This is an optimization exercise on Yosys and OpenROAD, whose aim is small area and a short achievable clock period, not a production implementation. Only the layout flow was run in this run; the RTL was not checked for function there. In this run the design's own scripts or RTL, not TritonCTS, make the clock network. The clock port is modelled as an ideal driver, which makes a skipped or thinned clock tree look cheaper than it is; a real chip needs a root buffer or a tree. No activity file was given, so power comes from the tool's default toggle rates.

### flow/design.v
module Sbox5 (
    input  [5:0] in,
    output reg [3:0] out
);
    reg [1:0] row;
    reg [3:0] column;
    always @(*) begin
        row = {in[5], in[0]};
        column = in[4:1];
        case (column)
            4'b0000 : case (row)
                        2'b00 :  out = 4'b0010;
                        2'b01 :  out = 4'b1110;
                        2'b10 :  out = 4'b0100;
                        2'b11 :  out = 4'b1011;
                     endcase
            4'b0001 : case (row)
                        2'b00 :  out = 4'b1100;
                        2'b01 :  out = 4'b1011;
                        2'b10 :  out = 4'b0010;
                        2'b11 :  out = 4'b1000;
                     endcase
            4'b0010 : case (row)
                        2'b00 :  out = 4'b0100;
                        2'b01 :  out = 4'b0010;
                        2'b10 :  out = 4'b0001;
                        2'b11 :  out = 4'b1100;
                     endcase
            4'b0011 : case (row)
                        2'b00 :  out = 4'b0001;
                        2'b01 :  out = 4'b1100;
                        2'b10 :  out = 4'b1011;
                        2'b11 :  out = 4'b0111;
                     endcase
            4'b0100 : case (row)
                        2'b00 :  out = 4'b0111;
                        2'b01 :  out = 4'b0100;
                        2'b10 :  out = 4'b1100;
                        2'b11 :  out = 4'b0001;
                     endcase
            4'b0101 : case (row)
                        2'b00 :  out = 4'b1010;
                        2'b01 :  out = 4'b0111;  
                        2'b10 :  out = 4'b1101;
                        2'b11 :  out = 4'b1110;
                     endcase
            4'b0110 : case (row)
                        2'b00 :  out = 4'b1011;
                        2'b01 :  out = 4'b1101;
                        2'b10 :  out = 4'b0111;
                        2'b11 :  out = 4'b0010;
                     endcase
            4'b0111 : case (row)
                        2'b00 :  out = 4'b0110;
                        2'b01 :  out = 4'b0001;
                        2'b10 :  out = 4'b1000;
                        2'b11 :  out = 4'b1101;
                     endcase
            4'b1000 : case (row)
                        2'b00 :  out = 4'b1000;
                        2'b01 :  out = 4'b0101;
                        2'b10 :  out = 4'b1111;
                        2'b11 :  out = 4'b0110;
                     endcase
            4'b1001 : case (row)
                        2'b00 :  out = 4'b0101;
                        2'b01 :  out = 4'b0000;
                        2'b10 :  out = 4'b1001;
                        2'b11 :  out = 4'b1111;
                     endcase
            4'b1010 : case (row)
                        2'b00 :  out = 4'b0011;
                        2'b01 :  out = 4'b1111;
                        2'b10 :  out = 4'b1100;
                        2'b11 :  out = 4'b0000;
                     endcase
            4'b1011 : case (row)
                        2'b00 :  out = 4'b1111;
                        2'b01 :  out = 4'b1100;
                        2'b10 :  out = 4'b0101;
                        2'b11 :  out = 4'b1001;
                     endcase
            4'b1100 : case (row)
                        2'b00 :  out = 4'b1101;
                        2'b01 :  out = 4'b0011;
                        2'b10 :  out = 4'b0110;
                        2'b11 :  out = 4'b1100;
                     endcase
            4'b1101 : case (row)
                        2'b00 :  out = 4'b0000;
                        2'b01 :  out = 4'b1001;
                        2'b10 :  out = 4'b0011;
                        2'b11 :  out = 4'b0100;
                     endcase
            4'b1110 : case (row)
                        2'b00 :  out = 4'b1110;
                        2'b01 :  out = 4'b1000;
                        2'b10 :  out = 4'b0000;
                        2'b11 :  out = 4'b0101;
                     endcase
            4'b1111 : case (row)
                        2'b00 :  out = 4'b1001;
                        2'b01 :  out = 4'b0110;
                        2'b10 :  out = 4'b1110;
                        2'b11 :  out = 4'b0011;
                     endcase
            default: out = 4'h0;
        endcase
    end
endmodule
module Round (
    input  [3:0]  s_box_out,
    input  [31:0] h_in,
    output reg [31:0] h_out
);
    reg [3:0] h_in_n [0:7];
    reg [3:0] h_out_n [0:7];
    integer i;
    reg [3:0] temp;
    reg [1:0] rot;  
    always @(*) begin
        h_in_n[7] = h_in[31:28];
        h_in_n[6] = h_in[27:24];
        h_in_n[5] = h_in[23:20];
        h_in_n[4] = h_in[19:16];
        h_in_n[3] = h_in[15:12];
        h_in_n[2] = h_in[11:8];
        h_in_n[1] = h_in[7:4];
        h_in_n[0] = h_in[3:0];
        for (i = 0; i < 8; i = i + 1) begin
            temp = h_in_n[(i + 2) % 8] ^ s_box_out;
            rot = (i/2);  
            if (rot == 0)
                h_out_n[i] = temp & 4'hF;
            else
                h_out_n[i] = ( ((temp << rot) | (temp >> (4 - rot))) & 4'hF );
        end
        h_out = {h_out_n[7], h_out_n[6], h_out_n[5], h_out_n[4],
                 h_out_n[3], h_out_n[2], h_out_n[1], h_out_n[0]};
    end
endmodule
module HashIteration (
    input  [7:0] M,
    output [3:0] ar,
    output [3:0] br,
    output [3:0] cr
);
    wire [3:0] col = {M[7] ^ M[2], M[3], M[0], M[4] ^ M[1]};
    localparam [15:0] TA0 = 16'hc4ce, TB0 = 16'h9593, TC0 = 16'h515d;
    localparam [15:0] TA1 = 16'hb89b, TB1 = 16'hf86c, TC1 = 16'h40f7;
    localparam [15:0] TA2 = 16'hb61d, TB2 = 16'h36f2, TC2 = 16'h80ef;
    localparam [15:0] TA3 = 16'hb935, TB3 = 16'h99ce, TC3 = 16'h20fb;
    assign ar[0] = TA0[col];
    assign br[0] = TB0[col];
    assign cr[0] = TC0[col];
    assign ar[1] = TA1[col];
    assign br[1] = TB1[col];
    assign cr[1] = TC1[col];
    assign ar[2] = TA2[col];
    assign br[2] = TB2[col];
    assign cr[2] = TC2[col];
    assign ar[3] = TA3[col];
    assign br[3] = TB3[col];
    assign cr[3] = TC3[col];
endmodule
module cz_nor2 (input a, b, output y);    assign y = ~(a | b);     endmodule
module cz_nand2(input a, b, output y);    assign y = ~(a & b);     endmodule
module cz_bit0(input c, l, s, output d);    assign d = s ? ~c : l;         endmodule
module cz_bit1(input c, t, l, s, output d); assign d = s ? (c ^ ~t) : l;   endmodule
module cz_bit (input c, t, l, s, output d); assign d = s ? (c ^ t) : l;    endmodule
module cz_grp0(input [3:0] b, output t2, t3, wrap, one);
    assign t2   = ~|b[1:0];
    assign t3   = ~|b[2:0];
    assign wrap = ~|b;
    assign one  = b[0] & ~|b[3:1];
endmodule
module cz_grp (input [3:0] b, input rn, output [3:0] t, output wrap);
    assign t[0] = ~rn;
    assign t[1] = ~(rn | b[0]);
    assign t[2] = ~(rn | b[0] | b[1]);
    assign t[3] = ~(rn | b[0] | b[1] | b[2]);
    assign wrap = ~(rn | b[0] | b[1] | b[2] | b[3]);
endmodule
module cz_ez  (input [3:0] b, input rn, output ez);
    assign ez = ~|b[3:1] & (b[0] ^ rn);
endmodule
module lightHashDES(
    input              clk,
    input              M_valid,
    input              rst_n,
    input      [7:0]   M,
    input     [63:0]   input_length,
    output reg         hash_ready,
    output     [31:0]  digest
);
    reg         busy;
    reg  [3:0]  sel;           
    reg  [63:0] counter;
    reg  [15:1] rn;            
    reg  [11:0] abc_t;         
    reg  [1:0]  row_t;         
    reg  [6:0]  f;             
    wire [63:0] counter_d;
    wire [15:0] ez;
    wire [15:0] wrap;
    wire [3:0] t_0;
    wire [3:0] t_1;
    wire [3:0] t_2;
    wire [3:0] t_3;
    wire [3:0] t_4;
    wire [3:0] t_5;
    wire [3:0] t_6;
    wire [3:0] t_7;
    wire [3:0] t_8;
    wire [3:0] t_9;
    wire [3:0] t_10;
    wire [3:0] t_11;
    wire [3:0] t_12;
    wire [3:0] t_13;
    wire [3:0] t_14;
    wire [3:0] t_15;
    cz_grp0 u_g0 (.b(counter[3:0]), .t2(t_0[2]), .t3(t_0[3]), .wrap(wrap[0]), .one(ez[0]));
    cz_bit0 u_b0 (.c(counter[0]), .l(input_length[0]), .s(sel[0]), .d(counter_d[0]));
    cz_bit1 u_b1 (.c(counter[1]), .t(counter[0]), .l(input_length[1]), .s(sel[0]), .d(counter_d[1]));
    cz_bit u_b2 (.c(counter[2]), .t(t_0[2]), .l(input_length[2]), .s(sel[0]), .d(counter_d[2]));
    cz_bit u_b3 (.c(counter[3]), .t(t_0[3]), .l(input_length[3]), .s(sel[0]), .d(counter_d[3]));
    cz_grp  u_g1 (.b(counter[7:4]), .rn(rn[1]), .t(t_1), .wrap(wrap[1]));
    cz_ez   u_e1 (.b(counter[7:4]), .rn(rn[1]), .ez(ez[1]));
    cz_bit u_b4 (.c(counter[4]), .t(t_1[0]), .l(input_length[4]), .s(sel[0]), .d(counter_d[4]));
    cz_bit u_b5 (.c(counter[5]), .t(t_1[1]), .l(input_length[5]), .s(sel[0]), .d(counter_d[5]));
    cz_bit u_b6 (.c(counter[6]), .t(t_1[2]), .l(input_length[6]), .s(sel[0]), .d(counter_d[6]));
    cz_bit u_b7 (.c(counter[7]), .t(t_1[3]), .l(input_length[7]), .s(sel[0]), .d(counter_d[7]));
    cz_grp  u_g2 (.b(counter[11:8]), .rn(rn[2]), .t(t_2), .wrap(wrap[2]));
    cz_ez   u_e2 (.b(counter[11:8]), .rn(rn[2]), .ez(ez[2]));
    cz_bit u_b8 (.c(counter[8]), .t(t_2[0]), .l(input_length[8]), .s(sel[0]), .d(counter_d[8]));
    cz_bit u_b9 (.c(counter[9]), .t(t_2[1]), .l(input_length[9]), .s(sel[0]), .d(counter_d[9]));
    cz_bit u_b10 (.c(counter[10]), .t(t_2[2]), .l(input_length[10]), .s(sel[0]), .d(counter_d[10]));
    cz_bit u_b11 (.c(counter[11]), .t(t_2[3]), .l(input_length[11]), .s(sel[0]), .d(counter_d[11]));
    cz_grp  u_g3 (.b(counter[15:12]), .rn(rn[3]), .t(t_3), .wrap(wrap[3]));
    cz_ez   u_e3 (.b(counter[15:12]), .rn(rn[3]), .ez(ez[3]));
    cz_bit u_b12 (.c(counter[12]), .t(t_3[0]), .l(input_length[12]), .s(sel[0]), .d(counter_d[12]));
    cz_bit u_b13 (.c(counter[13]), .t(t_3[1]), .l(input_length[13]), .s(sel[0]), .d(counter_d[13]));
    cz_bit u_b14 (.c(counter[14]), .t(t_3[2]), .l(input_length[14]), .s(sel[0]), .d(counter_d[14]));
    cz_bit u_b15 (.c(counter[15]), .t(t_3[3]), .l(input_length[15]), .s(sel[0]), .d(counter_d[15]));
    cz_grp  u_g4 (.b(counter[19:16]), .rn(rn[4]), .t(t_4), .wrap(wrap[4]));
    cz_ez   u_e4 (.b(counter[19:16]), .rn(rn[4]), .ez(ez[4]));
    cz_bit u_b16 (.c(counter[16]), .t(t_4[0]), .l(input_length[16]), .s(sel[1]), .d(counter_d[16]));
    cz_bit u_b17 (.c(counter[17]), .t(t_4[1]), .l(input_length[17]), .s(sel[1]), .d(counter_d[17]));
    cz_bit u_b18 (.c(counter[18]), .t(t_4[2]), .l(input_length[18]), .s(sel[1]), .d(counter_d[18]));
    cz_bit u_b19 (.c(counter[19]), .t(t_4[3]), .l(input_length[19]), .s(sel[1]), .d(counter_d[19]));
    cz_grp  u_g5 (.b(counter[23:20]), .rn(rn[5]), .t(t_5), .wrap(wrap[5]));
    cz_ez   u_e5 (.b(counter[23:20]), .rn(rn[5]), .ez(ez[5]));
    cz_bit u_b20 (.c(counter[20]), .t(t_5[0]), .l(input_length[20]), .s(sel[1]), .d(counter_d[20]));
    cz_bit u_b21 (.c(counter[21]), .t(t_5[1]), .l(input_length[21]), .s(sel[1]), .d(counter_d[21]));
    cz_bit u_b22 (.c(counter[22]), .t(t_5[2]), .l(input_length[22]), .s(sel[1]), .d(counter_d[22]));
    cz_bit u_b23 (.c(counter[23]), .t(t_5[3]), .l(input_length[23]), .s(sel[1]), .d(counter_d[23]));
    cz_grp  u_g6 (.b(counter[27:24]), .rn(rn[6]), .t(t_6), .wrap(wrap[6]));
    cz_ez   u_e6 (.b(counter[27:24]), .rn(rn[6]), .ez(ez[6]));
    cz_bit u_b24 (.c(counter[24]), .t(t_6[0]), .l(input_length[24]), .s(sel[1]), .d(counter_d[24]));
    cz_bit u_b25 (.c(counter[25]), .t(t_6[1]), .l(input_length[25]), .s(sel[1]), .d(counter_d[25]));
    cz_bit u_b26 (.c(counter[26]), .t(t_6[2]), .l(input_length[26]), .s(sel[1]), .d(counter_d[26]));
    cz_bit u_b27 (.c(counter[27]), .t(t_6[3]), .l(input_length[27]), .s(sel[1]), .d(counter_d[27]));
    cz_grp  u_g7 (.b(counter[31:28]), .rn(rn[7]), .t(t_7), .wrap(wrap[7]));
    cz_ez   u_e7 (.b(counter[31:28]), .rn(rn[7]), .ez(ez[7]));
    cz_bit u_b28 (.c(counter[28]), .t(t_7[0]), .l(input_length[28]), .s(sel[1]), .d(counter_d[28]));
    cz_bit u_b29 (.c(counter[29]), .t(t_7[1]), .l(input_length[29]), .s(sel[1]), .d(counter_d[29]));
    cz_bit u_b30 (.c(counter[30]), .t(t_7[2]), .l(input_length[30]), .s(sel[1]), .d(counter_d[30]));
    cz_bit u_b31 (.c(counter[31]), .t(t_7[3]), .l(input_length[31]), .s(sel[1]), .d(counter_d[31]));
    cz_grp  u_g8 (.b(counter[35:32]), .rn(rn[8]), .t(t_8), .wrap(wrap[8]));
    cz_ez   u_e8 (.b(counter[35:32]), .rn(rn[8]), .ez(ez[8]));
    cz_bit u_b32 (.c(counter[32]), .t(t_8[0]), .l(input_length[32]), .s(sel[2]), .d(counter_d[32]));
    cz_bit u_b33 (.c(counter[33]), .t(t_8[1]), .l(input_length[33]), .s(sel[2]), .d(counter_d[33]));
    cz_bit u_b34 (.c(counter[34]), .t(t_8[2]), .l(input_length[34]), .s(sel[2]), .d(counter_d[34]));
    cz_bit u_b35 (.c(counter[35]), .t(t_8[3]), .l(input_length[35]), .s(sel[2]), .d(counter_d[35]));
    cz_grp  u_g9 (.b(counter[39:36]), .rn(rn[9]), .t(t_9), .wrap(wrap[9]));
    cz_ez   u_e9 (.b(counter[39:36]), .rn(rn[9]), .ez(ez[9]));
    cz_bit u_b36 (.c(counter[36]), .t(t_9[0]), .l(input_length[36]), .s(sel[2]), .d(counter_d[36]));
    cz_bit u_b37 (.c(counter[37]), .t(t_9[1]), .l(input_length[37]), .s(sel[2]), .d(counter_d[37]));
    cz_bit u_b38 (.c(counter[38]), .t(t_9[2]), .l(input_length[38]), .s(sel[2]), .d(counter_d[38]));
    cz_bit u_b39 (.c(counter[39]), .t(t_9[3]), .l(input_length[39]), .s(sel[2]), .d(counter_d[39]));
    cz_grp  u_g10 (.b(counter[43:40]), .rn(rn[10]), .t(t_10), .wrap(wrap[10]));
    cz_ez   u_e10 (.b(counter[43:40]), .rn(rn[10]), .ez(ez[10]));
    cz_bit u_b40 (.c(counter[40]), .t(t_10[0]), .l(input_length[40]), .s(sel[2]), .d(counter_d[40]));
    cz_bit u_b41 (.c(counter[41]), .t(t_10[1]), .l(input_length[41]), .s(sel[2]), .d(counter_d[41]));
    cz_bit u_b42 (.c(counter[42]), .t(t_10[2]), .l(input_length[42]), .s(sel[2]), .d(counter_d[42]));
    cz_bit u_b43 (.c(counter[43]), .t(t_10[3]), .l(input_length[43]), .s(sel[2]), .d(counter_d[43]));
    cz_grp  u_g11 (.b(counter[47:44]), .rn(rn[11]), .t(t_11), .wrap(wrap[11]));
    cz_ez   u_e11 (.b(counter[47:44]), .rn(rn[11]), .ez(ez[11]));
    cz_bit u_b44 (.c(counter[44]), .t(t_11[0]), .l(input_length[44]), .s(sel[2]), .d(counter_d[44]));
    cz_bit u_b45 (.c(counter[45]), .t(t_11[1]), .l(input_length[45]), .s(sel[2]), .d(counter_d[45]));
    cz_bit u_b46 (.c(counter[46]), .t(t_11[2]), .l(input_length[46]), .s(sel[2]), .d(counter_d[46]));
    cz_bit u_b47 (.c(counter[47]), .t(t_11[3]), .l(input_length[47]), .s(sel[2]), .d(counter_d[47]));
    cz_grp  u_g12 (.b(counter[51:48]), .rn(rn[12]), .t(t_12), .wrap(wrap[12]));
    cz_ez   u_e12 (.b(counter[51:48]), .rn(rn[12]), .ez(ez[12]));
    cz_bit u_b48 (.c(counter[48]), .t(t_12[0]), .l(input_length[48]), .s(sel[3]), .d(counter_d[48]));
    cz_bit u_b49 (.c(counter[49]), .t(t_12[1]), .l(input_length[49]), .s(sel[3]), .d(counter_d[49]));
    cz_bit u_b50 (.c(counter[50]), .t(t_12[2]), .l(input_length[50]), .s(sel[3]), .d(counter_d[50]));
    cz_bit u_b51 (.c(counter[51]), .t(t_12[3]), .l(input_length[51]), .s(sel[3]), .d(counter_d[51]));
    cz_grp  u_g13 (.b(counter[55:52]), .rn(rn[13]), .t(t_13), .wrap(wrap[13]));
    cz_ez   u_e13 (.b(counter[55:52]), .rn(rn[13]), .ez(ez[13]));
    cz_bit u_b52 (.c(counter[52]), .t(t_13[0]), .l(input_length[52]), .s(sel[3]), .d(counter_d[52]));
    cz_bit u_b53 (.c(counter[53]), .t(t_13[1]), .l(input_length[53]), .s(sel[3]), .d(counter_d[53]));
    cz_bit u_b54 (.c(counter[54]), .t(t_13[2]), .l(input_length[54]), .s(sel[3]), .d(counter_d[54]));
    cz_bit u_b55 (.c(counter[55]), .t(t_13[3]), .l(input_length[55]), .s(sel[3]), .d(counter_d[55]));
    cz_grp  u_g14 (.b(counter[59:56]), .rn(rn[14]), .t(t_14), .wrap(wrap[14]));
    cz_ez   u_e14 (.b(counter[59:56]), .rn(rn[14]), .ez(ez[14]));
    cz_bit u_b56 (.c(counter[56]), .t(t_14[0]), .l(input_length[56]), .s(sel[3]), .d(counter_d[56]));
    cz_bit u_b57 (.c(counter[57]), .t(t_14[1]), .l(input_length[57]), .s(sel[3]), .d(counter_d[57]));
    cz_bit u_b58 (.c(counter[58]), .t(t_14[2]), .l(input_length[58]), .s(sel[3]), .d(counter_d[58]));
    cz_bit u_b59 (.c(counter[59]), .t(t_14[3]), .l(input_length[59]), .s(sel[3]), .d(counter_d[59]));
    cz_grp  u_g15 (.b(counter[63:60]), .rn(rn[15]), .t(t_15), .wrap(wrap[15]));
    cz_ez   u_e15 (.b(counter[63:60]), .rn(rn[15]), .ez(ez[15]));
    cz_bit u_b60 (.c(counter[60]), .t(t_15[0]), .l(input_length[60]), .s(sel[3]), .d(counter_d[60]));
    cz_bit u_b61 (.c(counter[61]), .t(t_15[1]), .l(input_length[61]), .s(sel[3]), .d(counter_d[61]));
    cz_bit u_b62 (.c(counter[62]), .t(t_15[2]), .l(input_length[62]), .s(sel[3]), .d(counter_d[62]));
    cz_bit u_b63 (.c(counter[63]), .t(t_15[3]), .l(input_length[63]), .s(sel[3]), .d(counter_d[63]));
    wire ot1;
    cz_nand2 u_ot1 (.a(ez[0]), .b(ez[1]), .y(ot1));
    wire ot2;
    cz_nand2 u_ot2 (.a(ez[2]), .b(ez[3]), .y(ot2));
    wire ot3;
    cz_nand2 u_ot3 (.a(ez[4]), .b(ez[5]), .y(ot3));
    wire ot4;
    cz_nand2 u_ot4 (.a(ez[6]), .b(ez[7]), .y(ot4));
    wire ot5;
    cz_nand2 u_ot5 (.a(ez[8]), .b(ez[9]), .y(ot5));
    wire ot6;
    cz_nand2 u_ot6 (.a(ez[10]), .b(ez[11]), .y(ot6));
    wire ot7;
    cz_nand2 u_ot7 (.a(ez[12]), .b(ez[13]), .y(ot7));
    wire ot8;
    cz_nand2 u_ot8 (.a(ez[14]), .b(ez[15]), .y(ot8));
    wire ot9;
    cz_nor2 u_ot9 (.a(ot1), .b(ot2), .y(ot9));
    wire ot10;
    cz_nor2 u_ot10 (.a(ot3), .b(ot4), .y(ot10));
    wire ot11;
    cz_nor2 u_ot11 (.a(ot5), .b(ot6), .y(ot11));
    wire ot12;
    cz_nor2 u_ot12 (.a(ot7), .b(ot8), .y(ot12));
    wire ot13;
    cz_nand2 u_ot13 (.a(ot9), .b(ot10), .y(ot13));
    wire ot14;
    cz_nand2 u_ot14 (.a(ot11), .b(ot12), .y(ot14));
    wire ot15;
    cz_nor2 u_ot15 (.a(ot13), .b(ot14), .y(ot15));
    wire one = ot15;    
    wire start = !busy && M_valid;
    wire [3:0] ar_m, br_m, cr_m;
    HashIteration main (.M(M), .ar(ar_m), .br(br_m), .cr(cr_m));
    wire a_t = abc_t[{2'd0, row_t}];
    wire b_t = abc_t[{2'd1, row_t}];
    wire c_t = abc_t[{2'd2, row_t}];
    integer k;
    always @(posedge clk or negedge rst_n) begin
        if (!rst_n) begin
            busy       <= 1'b0;
            hash_ready <= 1'b0;
            sel        <= 4'b0;
        end else begin
            for (k = 0; k < 4; k = k + 1)
                sel[k] <= sel[k] ? !one : M_valid;
            hash_ready <= busy & one;
            busy       <= busy ? !one : M_valid;
        end
    end
    localparam [6:0] C0 = 7'b111_0111;
    localparam [6:0] CP = 7'b011_1001;
    localparam [6:0] CA = 7'b100_1011;
    localparam [6:0] CB = 7'b001_0111;
    localparam [6:0] CC = CA & CB;            
    localparam [6:0] OA = CA & ~CB;           
    localparam [6:0] OB = CB & ~CA;           
    always @(posedge clk) begin
        counter <= counter_d;
        rn      <= ~({15{busy}} & wrap[14:0]);
        abc_t   <= {cr_m, br_m, ar_m};
        row_t   <= {M[5], M[6]};
        f       <= start ? C0 : f ^ CP ^ (OA & {7{a_t}}) ^ (OB & {7{b_t}}) ^ (CC & {7{c_t}});
    end
    assign digest = {
        f[2],  f[6],  f[2],  f[6],  ~f[4], f[3],  f[4],  ~f[3],   
        f[5],  f[5],  ~f[5], ~f[5], ~f[5], 1'b0,  f[5],  1'b0,    
        ~f[3], ~f[4], f[3],  f[4],  ~f[3], f[2],  f[3],  f[2],    
        ~f[1], f[0],  ~f[1], ~f[0], f[1],  ~f[0], f[1],  f[0]     
    };
endmodule
### flow/flow/run.sh
#!/bin/bash
cp standard.sh standard.sh.txt
export BUFFER_PORTS_ARGS="-buffer_cell sky130_fd_sc_hd__buf_1"
export PRE_CTS_TCL=$(pwd)/flow/cts_hook.tcl
bash standard.sh > standard.log 2>&1
### flow/flow/cts_hook.tcl
# Clock tree of one level: the clock port drives NBUF clkbuf_16 cells, each
# driving the flip-flops of one quarter of the placement (split at the
# median x, then each half at its median y). All registers get the same
# depth (one buffer), so the tree is balanced; TritonCTS is then skipped.
set nbuf_cell sky130_fd_sc_hd__clkbuf_16
set block [ord::get_db_block]
set db [ord::get_db]
set clknet [$block findNet clk]
set master [$db findMaster $nbuf_cell]

set sinks {}
foreach it [$clknet getITerms] {
  set inst [$it getInst]
  set box [$inst getBBox]
  set x [expr {([$box xMin] + [$box xMax]) / 2}]
  set y [expr {([$box yMin] + [$box yMax]) / 2}]
  lappend sinks [list $it $x $y]
}
puts "manual CTS: [llength $sinks] clock sinks"

proc split_half {lst idx} {
  set s [lsort -integer -index $idx $lst]
  set h [expr {[llength $s] / 2}]
  return [list [lrange $s 0 [expr {$h - 1}]] [lrange $s $h end]]
}
set clusters {}
foreach half [split_half $sinks 1] {
  foreach q [split_half $half 2] {
    lappend clusters $q
  }
}

set i 0
foreach cl $clusters {
  set n [llength $cl]
  if {$n == 0} { continue }
  set sx 0; set sy 0
  foreach s $cl { incr sx [lindex $s 1]; incr sy [lindex $s 2] }
  set cx [expr {$sx / $n}]
  set cy [expr {$sy / $n}]
  set inst [odb::dbInst_create $block $master "cts_clkbuf_$i"]
  set net [odb::dbNet_create $block "clknet_cts_$i"]
  $net setSigType CLOCK
  [$inst findITerm A] connect $clknet
  [$inst findITerm X] connect $net
  foreach s $cl {
    set it [lindex $s 0]
    $it disconnect
    $it connect $net
  }
  set w [[$inst getMaster] getWidth]
  set h [[$inst getMaster] getHeight]
  $inst setLocation [expr {$cx - $w / 2}] [expr {$cy - $h / 2}]
  $inst setPlacementStatus PLACED
  puts "manual CTS: cts_clkbuf_$i drives $n sinks at ($cx, $cy)"
  incr i
}
$clknet setSigType CLOCK
global_connect

rename clock_tree_synthesis tritoncts_clock_tree_synthesis
proc clock_tree_synthesis {args} {
  puts "manual CTS: clock tree already built, TritonCTS skipped"
}
### flow/standard.sh
#!/bin/bash
# synth_recipe.tcl (not shown) runs the flow's synth.tcl, then flattens the netlist and writes it again
# the make line also repeats each setting of config.mk as NAME=value (left out here)
make -C /OpenROAD-flow-scripts/flow DESIGN_CONFIG=/design/flow/config.mk WORK_HOME=/design/flow/orfs CLKGATE_MAP_FILE= SYNTH_SCRIPT=/design/flow/synth_recipe.tcl "${@:-finish}"
### flow/config.mk
export PLATFORM = sky130hd
export DESIGN_NAME = lightHashDES
export DESIGN_NICKNAME = lightHashDES
export VERILOG_FILES = /design/flow/design.v
export SDC_FILE = /design/flow/constraint.sdc
export NUM_CORES = 4
export LEC_CHECK = 0
export CAP_MARGIN = 20
export CORE_MARGIN = 2
export CORE_UTILIZATION = 40
export SETUP_SLACK_MARGIN = 1.8
export SLEW_MARGIN = 20
export SYNTH_HIERARCHICAL = 1
### flow/constraint.sdc
create_clock -name core_clock -period 3.3 [get_ports {clk}]
set_input_delay 0.6600 -clock core_clock [delete_from_list [all_inputs] [get_ports {clk}]]
set_output_delay 0.6600 -clock core_clock [all_outputs]
set_load 0.01 [all_outputs]
==> impl_metrics.tcl <==
set metrics [dict create \
    wirelength_um 9430 \
    final.fill_count 1211 \
    hold_viol 0 \
    syn_to_final_growth_pct 16.3 \
    coreArea_um2 12100 \
    finalMaxSlewViolations 0 \
    reg2reg_from "rn[13]" \
    critical_path.slowest_cell "or3_1" \
    finish.instance_area_um2 5800 \
    outcome "timing/DRC/antenna clean" \
    critPathArrivalTime_ns 1.72 \
    dr.first_iter.drc_count 121 \
    post-dp-hpwl_um 6620 \
    total_leakage_power_nw 2.09 \
    num-nets-final 721 \
    switching_share 0.310 \
    route.detailed.drc 0 \
    power_density_nw_per_um2 538 \
    clk_pin_slew_ns 0.10 \
    hold_buffers 0 \
    seqCellArea_um2 2190 \
    syn_inst 544 \
    drive_above_1_share 0.171 \
    finalPower_mw 3.12 \
    cp_cell_sequence "buf_6, xor2_4, inv_4, ha_4, or3_1, o21ai_1, o21ai_1" \
    crit_type "in2reg" \
    timing.clock.skew_ns 0.00908 \
    clock.fmax_mhz 598 \
    overflow 0 \
    track_usage 0.136 \
    rows 40 \
    ios 108 \
    wl_per_cell_um 11.7 \
    initial_core_util 0.411 \
    startpoint "M[4]" \
    start_kind "primary input" \
    grt_antenna_before_repair 0 \
    vias_per_cell 4.64 \
    die_w_um 116 \
    relSlewSlack 0.315 \
    firstDrtPassIters 4 \
    clockPowerShare 0.176 \
    hold_ws_ns 0.342 \
    place_congestion 0.819 \
    multi_input_comb_area_um2 2710 \
    p_comb_frac 0.248 \
    grt_pass1_wl_um 15600 \
    syn_avg_cell_area_um2 9.16 \
    cpPeakStageDelay_ns 0.37 \
    power_switching_mw 0.967 \
    reg2regPathDepth 7 \
    netlist_area_um2 4980 \
    fin_setup_tns_ns 0 \
    peakVddDrop_mv 0.236 \
    critPathMostFrequentCell "o21ai_1" \
    rsz0062_at_grt "true" \
    vias 3734 \
    power_frac_seq 0.576 \
    max_cap_viol_count 0 \
    place_area_um2 5440 \
    min_path_type "in2async" \
    tightest_slew_ns 1.03 \
    cp-end-kind "flip-flop" \
    setup-violations-final 0 \
    grt_max_degree 34 \
    dieArea_um2 13400 \
    antenna_left 0 \
    port_buffers 105 \
    n_antenna_cell 0 \
    dieHeight_um 116 \
    worst-endpoint-required_ns 3.35 \
    period_needed_ns 1.67 \
    period_share 0.507 \
    crit_fanout 5 \
    yosysWarningCount 7 \
    insertion_delay_ns 0.17 \
    grt_pass1_vias 3559 \
    internal_power_mw 2.15 \
]
final cells by class:
cell class                 count  share of cell area
inverter                      26              0.0173
buffer                         4              0.0173
timing repair buffer         113              0.0848
multi-input combinational    387               0.467
tap                          168              0.0363
sequential                   106               0.378
final timing paths:
kind	end	slack (ns)
min in group core_clock	f[5]	0.42
min	sel[2]	0.34
max in group asynchronous	sel[0]	2.70
min reg2reg	f[5]	0.42
max reg2reg	sel[3]	1.90
max	abc_t[4]	1.63
repair_timing:
item	CTS	global route
resized for setup	24	44
setup buffers	4	4
pin swaps	6	5
endpoints found under the setup margin	18	33
critical path: cells and delay by family:
| kind | cells | cell delay, ns |
|---|---|---|
| AOI/OAI and AO/OA | 2 | 0.17 |
| and+or+nand+nor | 1 | 0.37 |
| adders and majority gates | 1 | 0.16 |
| buffers and inverters | 2 | 0.18 |
| xor gates and xnor gates | 1 | 0.18 |
cell usage in the layout (no fill, tap or decap), types with 2 or more instances in the layout:
cell type	n
dfrtp_2	4
o21ai_0	3
inv_2	2
nor4_2	31
a31oi_1	2
ha_4	4
ha_2	3
xor2_4	2
xnor2_1	83
buf_1	98
nor2b_1	14
buf_2	4
clkbuf_16	4
dfxtp_4	3
dfrtp_1	2
mux2i_1	5
nor3_2	2
o21ai_1	7
buf_4	7
inv_1	23
dfxtp_2	18
nor2_1	83
mux4_2	3
conb_1	2
dfxtp_1	79
nor2_2	5
a21oi_1	66
a21oi_2	2
nand2_1	37
nor2_4	2
nand2_2	3
nor3_1	16
per-stage QoR:
step                      cells  setup slack, ns  utilization
final                       804             1.63        0.479
after CTS                   800             1.49        0.467
after detailed placement    792             1.27        0.449
after global routing        804             1.59        0.479
after global placement      792             1.30        0.449
after floorplan             545             1.58            -
registers in the layout (all words and copies together) (netlist names):
register and flops:
busy 1, sel 4, counter 64, f 7, rn 15, abc_t 12
row_t 2, hash_ready 1
per-layer routing:
layer | vias to the layer above | GRT usage | wire, um
li1 | 1964 | - | -
met1 | 1705 | 0.178 | 4380
met2 | 56 | 0.251 | 4610
met3 | 9 | 0.00785 | 297
met4 | 0 | 0.0198 | 144
met5 | - | 0 | 0
power by group through the flow:
stage | combinational [mW] | sequential [mW] | clock, mW
finish | 0.775 | 1.80 | 0.550
global route | 0.861 | 1.84 | 0.621
CTS | 0.754 | 1.83 | 0.414
detailed placement | 0.728 | 1.82 | 0
global placement | 0.717 | 1.81 | 0
floorplan | 0.643 | 1.79 | 0

-- port drivers added, routing unchanged --
In the flow no input, the clock included, has a driving cell. The finished layout below was timed again as built, in two steps. Step 1 sets driving cells, clkbuf_16 on the clock port and buf_2 on the other inputs (assumed; they add their load-dependent delay and slew). Step 2 moves the port delays by t, midway between the first and last clock arrival at a register: inputs arrive t later, outputs are due t later. That takes back most of the time a late clock gives input paths. Slacks: no drivers / after step 1 / after step 2; pairs: no drivers / after step 1.
t (ns): 0.249
setup WS [ns]: 1.627 / 1.683 / 1.434
slew at the worst register clock pin (ns): 0.10 / 0.10
After both steps this run still meets setup and hold. The setup slack of this run moves by +0.056 ns with the drivers and by -0.193 ns with both steps.
